From an optimization exercise on the open Yosys and OpenROAD flow, aimed at small area; shortcuts taken in it are not production practice. In this exercise RTL edits were held to simulation tests only and were not proved equivalent to the original. The flow treats the clock pin as an ideal source. Dropping or thinning the clock tree relies on that and would not hold on a real chip. Power figures rest on the tool's default switching activity, not on a simulated workload.

Design arbitor, start of the top module:
module arbitor (
    input      clk,
    input      rst,
    input      link_initialized,
    input      iotx_tvalid,
    input      event_in_0,
    input      event_in_1,
    input      event_in_2,
    input      event_in_3,
    input      event_in_4,
    input      event_in_5,
    input      event_in_6,
    input      event_in_7,
    input      event_in_8,
    output     event_out_0,
    output     event_out_1,
    output     event_out_2,
    output     event_out_3,
    output     event_out_4,
    output     event_out_5,
    output     event_out_6,
    output     event_out_7,
    output     event_out_8
);
For scale: roughly 210 cells after synthesis, about 51 flip-flops.
clock: 5.0 ns
lec_check: 0
cap_margin: 20
core_margin: 2
core_utilization: 40
slew_margin: 20
standard.sh (not shown) runs the stock make flow with config.mk's settings and CLKGATE_MAP_FILE= SYNTH_SCRIPT=/design/flow/synth_recipe.tcl, a recipe that flattens the netlist after the stock synthesis.
==> flow/flow/run.sh <==
#!/bin/bash
# Standard ORFS layout with these changes:
#  - ports are buffered with the smallest buffer (buf_1);
#  - after floorplan, the logic between registers is re-synthesised for area
#    with OpenROAD's restructure (registers untouched) and cells are sized
#    down; the later timing repair sizes up whatever needs it.
set -euo pipefail
here=$(pwd)
mkdir -p $here/rmp
export RMP_WORK_DIR=$here/rmp
export BUFFER_PORTS_ARGS="-buffer_cell sky130_fd_sc_hd__buf_1"
export POST_FLOORPLAN_TCL=$here/flow/post_floorplan.tcl
bash standard.sh > $here/standard.log 2>&1
==> flow/flow/post_floorplan.tcl <==
set here [file dirname [info script]]
source [file join $here downsize.tcl]
report_design_area
# restructure maps with every cell of the liberty file it is given, so give it
# a copy without the platform's don't-use cells
set rmp_lib $::env(RMP_WORK_DIR)/trimmed.lib
exec python3 [file join $here trim_lib.py] [lindex $::env(LIB_FILES) 0] $rmp_lib {*}$::env(DONT_USE_CELLS)
set_dont_use $::env(DONT_USE_CELLS)
restructure -liberty_file $rmp_lib -target area \
  -tielo_port [join $::env(TIELO_CELL_AND_PORT) /] \
  -tiehi_port [join $::env(TIEHI_CELL_AND_PORT) /] \
  -work_dir $::env(RMP_WORK_DIR) -abc_logfile $::env(RMP_WORK_DIR)/abc.log
report_design_area
source [file join $here downsize.tcl]
report_design_area
==> flow/flow/trim_lib.py <==
"""Write a copy of a liberty file without the given cells (brace-matched)."""
import sys
src, dst, *drop = sys.argv[1:]
drop = set(drop)
t = open(src).read()
out = []
i = 0
key = 'cell ("'
while True:
    j = t.find(key, i)
    if j < 0:
        out.append(t[i:])
        break
    name = t[j + len(key):t.find('"', j + len(key))]
    # find the end of this cell group
    k = t.find('{', j)
    depth = 0
    m = k
    while True:
        c = t[m]
        if c == '{':
            depth += 1
        elif c == '}':
            depth -= 1
            if depth == 0:
                break
        m += 1
    out.append(t[i:j])
    if name not in drop:
        out.append(t[j:m + 1])
    i = m + 1
open(dst, 'w').write(''.join(out))
Other scripts of this flow, unchanged in this note and not shown: flow/flow/downsize.tcl
The starting point produced a clean layout.
Then changed:
==> flow/flow/run.sh (replaced) <==
#!/bin/bash
# Standard ORFS layout with two changes: ports are buffered with the smallest
# buffer, and cells that synthesis upsized are sized back down after floorplan
# (timing repair later sizes up whatever needs it).
set -euo pipefail
here=$(pwd)
export BUFFER_PORTS_ARGS="-buffer_cell sky130_fd_sc_hd__buf_1"
export POST_FLOORPLAN_TCL=$here/flow/downsize.tcl
bash standard.sh > $here/standard.log 2>&1
removed: flow/flow/post_floorplan.tcl
removed: flow/flow/trim_lib.py
What happened:
- sequential share of layout area came out lower by 4.0 points
- wire length drops by 0.59%
- via count climbs by 2.8%
- power grows by 9.9%
- final area rose by 7.2%
- utilization goes up by 3.0 points
- sequential cell count is unchanged
- worst setup slack improved by 100 ps
Then changed:
==> flow/flow/run.sh (replaced) <==
#!/bin/bash
# Standard ORFS layout with these changes:
#  - ports are buffered with the smallest buffer (buf_1);
#  - after floorplan, the logic between registers is re-synthesised for area
#    with OpenROAD's restructure (registers untouched) and cells are sized
#    down; the later timing repair sizes up whatever needs it.
set -euo pipefail
here=$(pwd)
mkdir -p $here/rmp
export RMP_WORK_DIR=$here/rmp
export BUFFER_PORTS_ARGS="-buffer_cell sky130_fd_sc_hd__buf_1"
export POST_FLOORPLAN_TCL=$here/flow/post_floorplan.tcl
export CTS_ARGS="-repair_clock_nets -buf_list sky130_fd_sc_hd__clkbuf_16 -root_buf sky130_fd_sc_hd__clkbuf_16"
bash standard.sh > $here/standard.log 2>&1
==> flow/flow/post_floorplan.tcl (new file) <==
set here [file dirname [info script]]
source [file join $here downsize.tcl]
report_design_area
# restructure maps with every cell of the liberty file it is given, so give it
# a copy without the platform's don't-use cells
set rmp_lib $::env(RMP_WORK_DIR)/trimmed.lib
exec python3 [file join $here trim_lib.py] [lindex $::env(LIB_FILES) 0] $rmp_lib {*}$::env(DONT_USE_CELLS)
set_dont_use $::env(DONT_USE_CELLS)
restructure -liberty_file $rmp_lib -target area \
  -tielo_port [join $::env(TIELO_CELL_AND_PORT) /] \
  -tiehi_port [join $::env(TIEHI_CELL_AND_PORT) /] \
  -work_dir $::env(RMP_WORK_DIR) -abc_logfile $::env(RMP_WORK_DIR)/abc.log
report_design_area
source [file join $here downsize.tcl]
report_design_area
==> flow/flow/trim_lib.py (new file) <==
"""Write a copy of a liberty file without the given cells (brace-matched)."""
import sys
src, dst, *drop = sys.argv[1:]
drop = set(drop)
t = open(src).read()
out = []
i = 0
key = 'cell ("'
while True:
    j = t.find(key, i)
    if j < 0:
        out.append(t[i:])
        break
    name = t[j + len(key):t.find('"', j + len(key))]
    # find the end of this cell group
    k = t.find('{', j)
    depth = 0
    m = k
    while True:
        c = t[m]
        if c == '{':
            depth += 1
        elif c == '}':
            depth -= 1
            if depth == 0:
                break
        m += 1
    out.append(t[i:j])
    if name not in drop:
        out.append(t[j:m + 1])
    i = m + 1
open(dst, 'w').write(''.join(out))
Outcome: Total power fell slightly; flip-flop and latch count does not change; final area decreases by a few percent; synthesized cell count is unchanged; maximum frequency came out lower by a few percent; area after synthesis stays the same; final cell count shrinks by a few percent.
Then changed:
--- a/flow/flow/run.sh
+++ b/flow/flow/run.sh
@@ -13 +12,0 @@
-export CTS_ARGS="-repair_clock_nets -buf_list sky130_fd_sc_hd__clkbuf_16 -root_buf sky130_fd_sc_hd__clkbuf_16"
- CTS_BUF_LIST: unset -> sky130_fd_sc_hd__clkbuf_8
- CTS_CLUSTER_DIAMETER: unset -> 500
- CTS_CLUSTER_SIZE: unset -> 30
The new run ran to the end with no violations.
Critical path depth is unchanged.
Worst setup slack barely changes.
Power falls by 8.1%.
Fmax barely changes.
Then changed:
--- a/flow/flow/run.sh
+++ b/flow/flow/run.sh
@@ -12,0 +13 @@
+export CTS_ARGS="-sink_clustering_enable -repair_clock_nets -sink_clustering_size 60 -sink_clustering_max_diameter 500 -sink_buffer_max_cap_derate 1.0 -buf_list sky130_fd_sc_hd__clkbuf_16"
- CTS_BUF_LIST: sky130_fd_sc_hd__clkbuf_8 -> unset
- CTS_CLUSTER_DIAMETER: 500 -> unset
- CTS_CLUSTER_SIZE: 30 -> unset
Result:
- The new run finished with timing, DRC and antenna clean
- total power is higher by 8.8%
- die area stays the same
- via count decreases by 0.83%
- clock-buffer cell count does not change
- global-route usage barely changes
- critical path depth does not change
- combinational power barely changes

Starting RTL as in the previous note.
clock: 5.0 ns
lec_check: 0
cap_margin: 20
core_margin: 2
core_utilization: 40
cts_cluster_diameter: 500
cts_cluster_size: 60
slew_margin: 20
==> flow/flow/run.sh <==
#!/bin/bash
# Standard ORFS layout with these changes:
#  - ports are buffered with the smallest buffer (buf_1);
#  - after floorplan, the logic between registers is re-synthesised for area
#    with OpenROAD's restructure (registers untouched) and cells are sized
#    down; the later timing repair sizes up whatever needs it.
set -euo pipefail
here=$(pwd)
mkdir -p $here/rmp
export RMP_WORK_DIR=$here/rmp
export BUFFER_PORTS_ARGS="-buffer_cell sky130_fd_sc_hd__buf_1"
export POST_FLOORPLAN_TCL=$here/flow/post_floorplan.tcl
bash standard.sh > $here/standard.log 2>&1
Other scripts of this flow, unchanged in this note and not shown: flow/flow/downsize.tcl, flow/flow/post_floorplan.tcl, flow/flow/trim_lib.py
Then changed:
--- a/flow/flow/run.sh
+++ b/flow/flow/run.sh
@@ -4,5 +4,7 @@
 #  - after floorplan, the logic between registers is re-synthesised for area
 #    with OpenROAD's restructure (registers untouched) and cells are sized
-#    down; the later timing repair sizes up whatever needs it.
+#    down; the later timing repair sizes up whatever needs it;
+#  - after CTS, the clock tree's dummy loads and its root buffer are removed
+#    (the clock port then drives the four leaf clock buffers).
 set -euo pipefail
 here=$(pwd)
@@ -11,3 +13,5 @@
 export BUFFER_PORTS_ARGS="-buffer_cell sky130_fd_sc_hd__buf_1"
 export POST_FLOORPLAN_TCL=$here/flow/post_floorplan.tcl
+export POST_CTS_TCL=$here/flow/post_cts.tcl
+export TRIM_CLOCK_PORT=clk
 bash standard.sh > $here/standard.log 2>&1
==> flow/flow/post_cts.tcl (new file) <==
set block [ord::get_db_block]
set port_net [[$block findBTerm $::env(TRIM_CLOCK_PORT)] getNet]
set todo [list $port_net]
set removed 0
while {[llength $todo] > 0} {
  set net [lindex $todo 0]
  set todo [lrange $todo 1 end]
  foreach it [$net getITerms] {
    if {[$it isOutputSignal]} { continue }
    set inst [$it getInst]
    set m [[$inst getMaster] getName]
    set driven {}
    foreach o [$inst getITerms] {
      if {[$o isOutputSignal] && [$o getNet] ne "NULL"} { lappend driven [$o getNet] }
    }
    if {[string match "*clkinv*" $m] && [llength $driven] == 0} {
      puts "trim clock tree: remove dummy load [$inst getName] ($m)"
      odb::dbInst_destroy $inst
      incr removed
    } elseif {[string match "*clkbuf*" $m]} {
      lappend todo {*}$driven
    }
  }
}
set loads {}
foreach it [$port_net getITerms] { lappend loads $it }
if {[llength $loads] == 1} {
  set root [[lindex $loads 0] getInst]
  set rm [[$root getMaster] getName]
  set out_net ""
  foreach o [$root getITerms] {
    if {[$o isOutputSignal]} { set out_net [$o getNet] }
  }
  if {[string match "*clkbuf*" $rm] && $out_net ne "" && $out_net ne "NULL"} {
    set leaves [$out_net getITerms]
    set ok 1
    set n 0
    foreach it $leaves {
      if {[$it isOutputSignal]} { continue }
      incr n
      if {![string match "*clkbuf*" [[[$it getInst] getMaster] getName]]} { set ok 0 }
    }
    if {$ok && $n <= 4} {
      foreach it $leaves {
        if {[$it isOutputSignal]} { continue }
        $it disconnect
        $it connect $port_net
      }
      puts "trim clock tree: remove root buffer [$root getName] ($rm), port now drives $n buffers"
      odb::dbInst_destroy $root
      odb::dbNet_destroy $out_net
      incr removed
    }
  }
}
puts "trim clock tree: removed $removed cells"
Settings changed: CTS_CLUSTER_DIAMETER 500 to not set, CTS_CLUSTER_SIZE 60 to not set.
=> Clock skew increases by 0.010 ns; routed wire length decreases by 1.5%; synthesized cell count stays the same; count of clock-buffer cells in the layout decreases by 1; total power decreases by 5.6%; utilization decreases by 0.57 points; area after synthesis does not change; flip-flop and latch count stays the same; worst setup slack improves by 0.11 ns; die area is unchanged.
Then changed:
==> flow/flow/run.sh (replaced) <==
#!/bin/bash
# Standard ORFS layout with these changes:
#  - ports are buffered with the smallest buffer (buf_1);
#  - after floorplan, the logic between registers is re-synthesised for area
#    with OpenROAD's restructure (registers untouched) and cells are sized
#    down; the later timing repair sizes up whatever needs it.
set -euo pipefail
here=$(pwd)
mkdir -p $here/rmp
export RMP_WORK_DIR=$here/rmp
export BUFFER_PORTS_ARGS="-buffer_cell sky130_fd_sc_hd__buf_1"
export POST_FLOORPLAN_TCL=$here/flow/post_floorplan.tcl
export CTS_ARGS="-sink_clustering_enable -repair_clock_nets -sink_clustering_size 60 -sink_clustering_max_diameter 500 -sink_buffer_max_cap_derate 1.0 -buf_list sky130_fd_sc_hd__clkbuf_8"
bash standard.sh > $here/standard.log 2>&1
removed: flow/flow/post_cts.tcl
After rerunning:
- The changed run ran to the end with no violations
- final cell count came out higher by 1.4%
- power is higher by 5.9%
- via count came out higher by 2.4%
- combinational power stays flat

== run 1 ==
Another version of the RTL of arbitor (not shown whole).
Size: about 180 cells after synthesis, ~50 flip-flops, about 22 I/O pins.
==> flow/config.mk <==
export PLATFORM = sky130hd
export DESIGN_NAME = arbitor
export DESIGN_NICKNAME = arbitor
export VERILOG_FILES = /design/flow/design.v
export SDC_FILE = /design/flow/constraint.sdc
export NUM_CORES = 4
export LEC_CHECK = 0
export CAP_MARGIN = 0
export CORE_MARGIN = 2
export CORE_UTILIZATION = 40
export SLEW_MARGIN = 0
==> flow/constraint.sdc <==
create_clock -name core_clock -period 5.0 [get_ports {clk}]
set_input_delay 1.0000 -clock core_clock [delete_from_list [all_inputs] [get_ports {clk}]]
set_output_delay 1.0000 -clock core_clock [all_outputs]
set_load 0.01 [all_outputs]
==> flow/flow/run.sh <==
#!/bin/bash
# Standard ORFS layout with these changes:
#  - ports are buffered with the smallest buffer (buf_1);
#  - after floorplan, the logic between registers is re-synthesised for area
#    with OpenROAD's restructure (registers untouched) and cells are sized
#    down; the later timing repair sizes up whatever needs it;
#  - after CTS, the clock tree's dummy loads and its root buffer are removed
#    (the clock port then drives the four leaf clock buffers).
set -euo pipefail
here=$(pwd)
mkdir -p $here/rmp
export RMP_WORK_DIR=$here/rmp
export BUFFER_PORTS_ARGS="-buffer_cell sky130_fd_sc_hd__buf_1"
export POST_FLOORPLAN_TCL=$here/flow/post_floorplan.tcl
export POST_CTS_TCL=$here/flow/post_cts.tcl
export TRIM_CLOCK_PORT=clk
bash standard.sh > $here/standard.log 2>&1
==> flow/flow/post_cts.tcl <==
set block [ord::get_db_block]
set port_net [[$block findBTerm $::env(TRIM_CLOCK_PORT)] getNet]
set todo [list $port_net]
set removed 0
while {[llength $todo] > 0} {
  set net [lindex $todo 0]
  set todo [lrange $todo 1 end]
  foreach it [$net getITerms] {
    if {[$it isOutputSignal]} { continue }
    set inst [$it getInst]
    set m [[$inst getMaster] getName]
    set driven {}
    foreach o [$inst getITerms] {
      if {[$o isOutputSignal] && [$o getNet] ne "NULL"} { lappend driven [$o getNet] }
    }
    if {![[$inst getMaster] isSequential] && [llength $driven] == 0} {
      puts "trim clock tree: remove dummy load [$inst getName] ($m)"
      odb::dbInst_destroy $inst
      incr removed
    } elseif {[string match "*clkbuf*" $m]} {
      lappend todo {*}$driven
    }
  }
}
set loads {}
foreach it [$port_net getITerms] { lappend loads $it }
if {[llength $loads] == 1} {
  set root [[lindex $loads 0] getInst]
  set rm [[$root getMaster] getName]
  set out_net ""
  foreach o [$root getITerms] {
    if {[$o isOutputSignal]} { set out_net [$o getNet] }
  }
  if {[string match "*clkbuf*" $rm] && $out_net ne "" && $out_net ne "NULL"} {
    set leaves [$out_net getITerms]
    set ok 1
    set n 0
    foreach it $leaves {
      if {[$it isOutputSignal]} { continue }
      incr n
      if {![string match "*clkbuf*" [[[$it getInst] getMaster] getName]]} { set ok 0 }
    }
    if {$ok && $n <= 4} {
      foreach it $leaves {
        if {[$it isOutputSignal]} { continue }
        $it disconnect
        $it connect $port_net
      }
      puts "trim clock tree: remove root buffer [$root getName] ($rm), port now drives $n buffers"
      odb::dbInst_destroy $root
      odb::dbNet_destroy $out_net
      incr removed
    }
  }
}
puts "trim clock tree: removed $removed cells"
==> flow/flow/post_floorplan.tcl <==
set here [file dirname [info script]]
source [file join $here downsize.tcl]
report_design_area
# restructure maps with every cell of the liberty file it is given, so give it
# a copy without the platform's don't-use cells
set rmp_lib $::env(RMP_WORK_DIR)/trimmed.lib
exec python3 [file join $here trim_lib.py] [lindex $::env(LIB_FILES) 0] $rmp_lib {*}$::env(DONT_USE_CELLS)
set_dont_use $::env(DONT_USE_CELLS)
restructure -liberty_file $rmp_lib -target area \
  -tielo_port [join $::env(TIELO_CELL_AND_PORT) /] \
  -tiehi_port [join $::env(TIEHI_CELL_AND_PORT) /] \
  -work_dir $::env(RMP_WORK_DIR) -abc_logfile $::env(RMP_WORK_DIR)/abc.log
report_design_area
restructure -liberty_file $rmp_lib -target area \
  -tielo_port [join $::env(TIELO_CELL_AND_PORT) /] \
  -tiehi_port [join $::env(TIEHI_CELL_AND_PORT) /] \
  -work_dir $::env(RMP_WORK_DIR) -abc_logfile $::env(RMP_WORK_DIR)/abc.log
report_design_area
source [file join $here downsize.tcl]
report_design_area
Other scripts of this flow, unchanged in this note and not shown: flow/flow/downsize.tcl, flow/flow/trim_lib.py
#### Input delta (run 2 over run 1)
Settings: SLEW_MARGIN: 0 -> 20; CAP_MARGIN: 0 -> 20.
--- a/flow/flow/post_floorplan.tcl
+++ b/flow/flow/post_floorplan.tcl
@@ -12,9 +12,4 @@
   -work_dir $::env(RMP_WORK_DIR) -abc_logfile $::env(RMP_WORK_DIR)/abc.log
 report_design_area
-restructure -liberty_file $rmp_lib -target area \
-  -tielo_port [join $::env(TIELO_CELL_AND_PORT) /] \
-  -tiehi_port [join $::env(TIEHI_CELL_AND_PORT) /] \
-  -work_dir $::env(RMP_WORK_DIR) -abc_logfile $::env(RMP_WORK_DIR)/abc.log
-report_design_area
 source [file join $here downsize.tcl]
 report_design_area
[summary]
- Run 2 completed; timing, DRC and antenna clean
- Relative to run 1, final setup slack of the worst path has increased by 180 ps in run 2.
- In the tables for run 1 and run 2, power per cell area reads lower with run 2.
- Run 1 has higher worst setup timing slack at the placement stage than run 2.
- Post-route standard cell area excluding fillers delta (run 2 − run 1): unfavourable
- From run 1 to run 2 the numbers moved as follows: relative area of non-clock buffer cells in the final design now sits higher, clock group share of total power up 0.4 points, utilization grew by 0.58 points, total iterations of the first detailed-routing run level.
Here is what was changed in the inputs of run 3 compared with run 2.
Settings: SLEW_MARGIN changed from 20 to 0; CORE_UTILIZATION changed from 40 to 60; CAP_MARGIN changed from 20 to 0.
--- a/flow/flow/run.sh
+++ b/flow/flow/run.sh
@@ -6,5 +6,6 @@
 #    down; the later timing repair sizes up whatever needs it;
 #  - after CTS, the clock tree's dummy loads and its root buffer are removed
-#    (the clock port then drives the four leaf clock buffers).
+#    (the clock port then drives the four leaf clock buffers), and leaf
+#    buffers are sized down where the estimated clock slew stays low.
 set -euo pipefail
 here=$(pwd)
@@ -15,3 +16,5 @@
 export POST_CTS_TCL=$here/flow/post_cts.tcl
 export TRIM_CLOCK_PORT=clk
+export SHRINK_CELLS="sky130_fd_sc_hd__clkbuf_4"
+export SHRINK_MAX_SLEW=0.110
 bash standard.sh > $here/standard.log 2>&1
--- a/flow/flow/post_cts.tcl
+++ b/flow/flow/post_cts.tcl
@@ -55,2 +55,5 @@
 }
 puts "trim clock tree: removed $removed cells"
+
+# then size the leaf clock buffers down where the clock slew allows
+source [file join [file dirname [info script]] shrink_leaves.tcl]
--- a/flow/flow/post_floorplan.tcl
+++ b/flow/flow/post_floorplan.tcl
@@ -12,4 +12,9 @@
   -work_dir $::env(RMP_WORK_DIR) -abc_logfile $::env(RMP_WORK_DIR)/abc.log
 report_design_area
+restructure -liberty_file $rmp_lib -target area \
+  -tielo_port [join $::env(TIELO_CELL_AND_PORT) /] \
+  -tiehi_port [join $::env(TIEHI_CELL_AND_PORT) /] \
+  -work_dir $::env(RMP_WORK_DIR) -abc_logfile $::env(RMP_WORK_DIR)/abc.log
+report_design_area
 source [file join $here downsize.tcl]
 report_design_area
==> flow/flow/shrink_leaves.tcl (new file) <==
estimate_parasitics -placement
set block [ord::get_db_block]
set port_net [[$block findBTerm $::env(TRIM_CLOCK_PORT)] getNet]
set cands $::env(SHRINK_CELLS)
proc leaf_slew {inst} {
  set w 0
  foreach o [$inst getITerms] {
    if {![$o isOutputSignal] || [$o getNet] eq "NULL"} { continue }
    foreach it [[$o getNet] getITerms] {
      if {[$it isOutputSignal]} { continue }
      set p [get_pins [[$it getInst] getName]/[[$it getMTerm] getName]]
      set s [get_property $p slew_max]
      if {$s > $w} { set w $s }
    }
  }
  return $w
}
foreach it [$port_net getITerms] {
  if {[$it isOutputSignal]} { continue }
  set inst [$it getInst]
  set orig [[$inst getMaster] getName]
  if {![string match "*clkbuf*" $orig]} { continue }
  set cell [get_cells [$inst getName]]
  set best $orig
  foreach c $cands {
    replace_cell $cell [get_lib_cells */$c]
    estimate_parasitics -placement
    set s [leaf_slew $inst]
    puts "shrink leaves: [$inst getName] as $c: slew $s"
    if {$s <= $::env(SHRINK_MAX_SLEW)} { set best $c; break }
  }
  replace_cell $cell [get_lib_cells */$best]
  puts "shrink leaves: [$inst getName] $orig -> $best"
}
estimate_parasitics -placement
--- outcome ---
A critical path start-end classification of in -> reg is what run 2 shows, while reg -> out belongs to run 3.
Run 3: minimum period implied by the final worst setup slack is 190 ps higher than what run 2 reported.
Run 3 against run 2: HPWL after detailed placement moved down, routed wire length moved down, area added between synthesis and finish lost 3.2 points.
What run 4 does differently from run 3 at the input level:
Settings: CORE_UTILIZATION: 60 -> 40; CAP_MARGIN: 0 -> 20; SLEW_MARGIN: 0 -> 20.
--- a/flow/flow/run.sh
+++ b/flow/flow/run.sh
@@ -6,6 +6,5 @@
 #    down; the later timing repair sizes up whatever needs it;
 #  - after CTS, the clock tree's dummy loads and its root buffer are removed
-#    (the clock port then drives the four leaf clock buffers), and leaf
-#    buffers are sized down where the estimated clock slew stays low.
+#    (the clock port then drives the four leaf clock buffers).
 set -euo pipefail
 here=$(pwd)
@@ -16,5 +15,3 @@
 export POST_CTS_TCL=$here/flow/post_cts.tcl
 export TRIM_CLOCK_PORT=clk
-export SHRINK_CELLS="sky130_fd_sc_hd__clkbuf_4"
-export SHRINK_MAX_SLEW=0.110
 bash standard.sh > $here/standard.log 2>&1
--- a/flow/flow/post_cts.tcl
+++ b/flow/flow/post_cts.tcl
@@ -14,5 +14,5 @@
       if {[$o isOutputSignal] && [$o getNet] ne "NULL"} { lappend driven [$o getNet] }
     }
-    if {![[$inst getMaster] isSequential] && [llength $driven] == 0} {
+    if {[string match "*clkinv*" $m] && [llength $driven] == 0} {
       puts "trim clock tree: remove dummy load [$inst getName] ($m)"
       odb::dbInst_destroy $inst
@@ -55,5 +55,2 @@
 }
 puts "trim clock tree: removed $removed cells"
-
-# then size the leaf clock buffers down where the clock slew allows
-source [file join [file dirname [info script]] shrink_leaves.tcl]
--- a/flow/flow/post_floorplan.tcl
+++ b/flow/flow/post_floorplan.tcl
@@ -12,9 +12,4 @@
   -work_dir $::env(RMP_WORK_DIR) -abc_logfile $::env(RMP_WORK_DIR)/abc.log
 report_design_area
-restructure -liberty_file $rmp_lib -target area \
-  -tielo_port [join $::env(TIELO_CELL_AND_PORT) /] \
-  -tiehi_port [join $::env(TIEHI_CELL_AND_PORT) /] \
-  -work_dir $::env(RMP_WORK_DIR) -abc_logfile $::env(RMP_WORK_DIR)/abc.log
-report_design_area
 source [file join $here downsize.tcl]
 report_design_area
removed: flow/flow/shrink_leaves.tcl
## What came out
Delta (run 4 minus run 3): critical path depth shows an increase of 3; placed instance count grew by about 10%; power grew by about 1.7%. Note that the clock-net power recorded for run 4 amounts to 1.6 times the value seen in run 3. For the instance area at placement, run 4 came in 1.9% higher than run 3 did.

[what the ideal ports hide]
No port has a modelled driver above. Below, the same layouts with a new extraction and two added sets of constraints.
Step 1 assumes that a clkbuf_16 drives the clock port and a buf_2 every other input.
Step 2 times the ports against the registers' clock, not the clock port: input delays grow and output delays shrink by t, the midpoint of the rising clock arrivals with the driver on.
Slacks: no drivers / after step 1 / after step 2; pairs: no drivers / after step 1.
run | t (ns) | slack for setup (ns) | latest minus earliest clock arrival (ns) | pins driven straight from the clock port
the first run of note 1 | 0.325 | 0.927 / 0.902 / 1.226 | 0.011 / 0.011 | 1
the second run of note 1 | 0.323 | 1.028 / 1.004 / 1.326 | 0.011 / 0.011 | 1
the third run of note 1 | 0.319 | 0.925 / 0.896 / 1.215 | 0.007 / 0.007 | 1
the fourth run of note 1 | 0.325 | 0.927 / 0.902 / 1.226 | 0.011 / 0.011 | 1
the fifth run of note 1 | 0.319 | 0.925 / 0.896 / 1.215 | 0.007 / 0.007 | 1
the first run of note 2 | 0.325 | 0.927 / 0.902 / 1.226 | 0.011 / 0.011 | 1
the second run of note 2 | 0.193 | 1.040 / 0.989 / 1.182 | 0.024 / 0.024 | 4
the third run of note 2 | 0.325 | 0.927 / 0.902 / 1.226 | 0.011 / 0.011 | 1
run 1 | 0.185 | 1.010 / 0.960 / 1.145 | 0.014 / 0.014 | 4
run 2 | 0.189 | 1.194 / 1.157 / 1.037 | 0.020 / 0.021 | 4
run 3 | 0.199 | 0.999 / 0.952 / 1.151 | 0.020 / 0.020 | 4
run 4 | 0.188 | 1.204 / 1.155 / 1.047 | 0.020 / 0.020 | 4
After both steps every run listed still meets setup and hold.
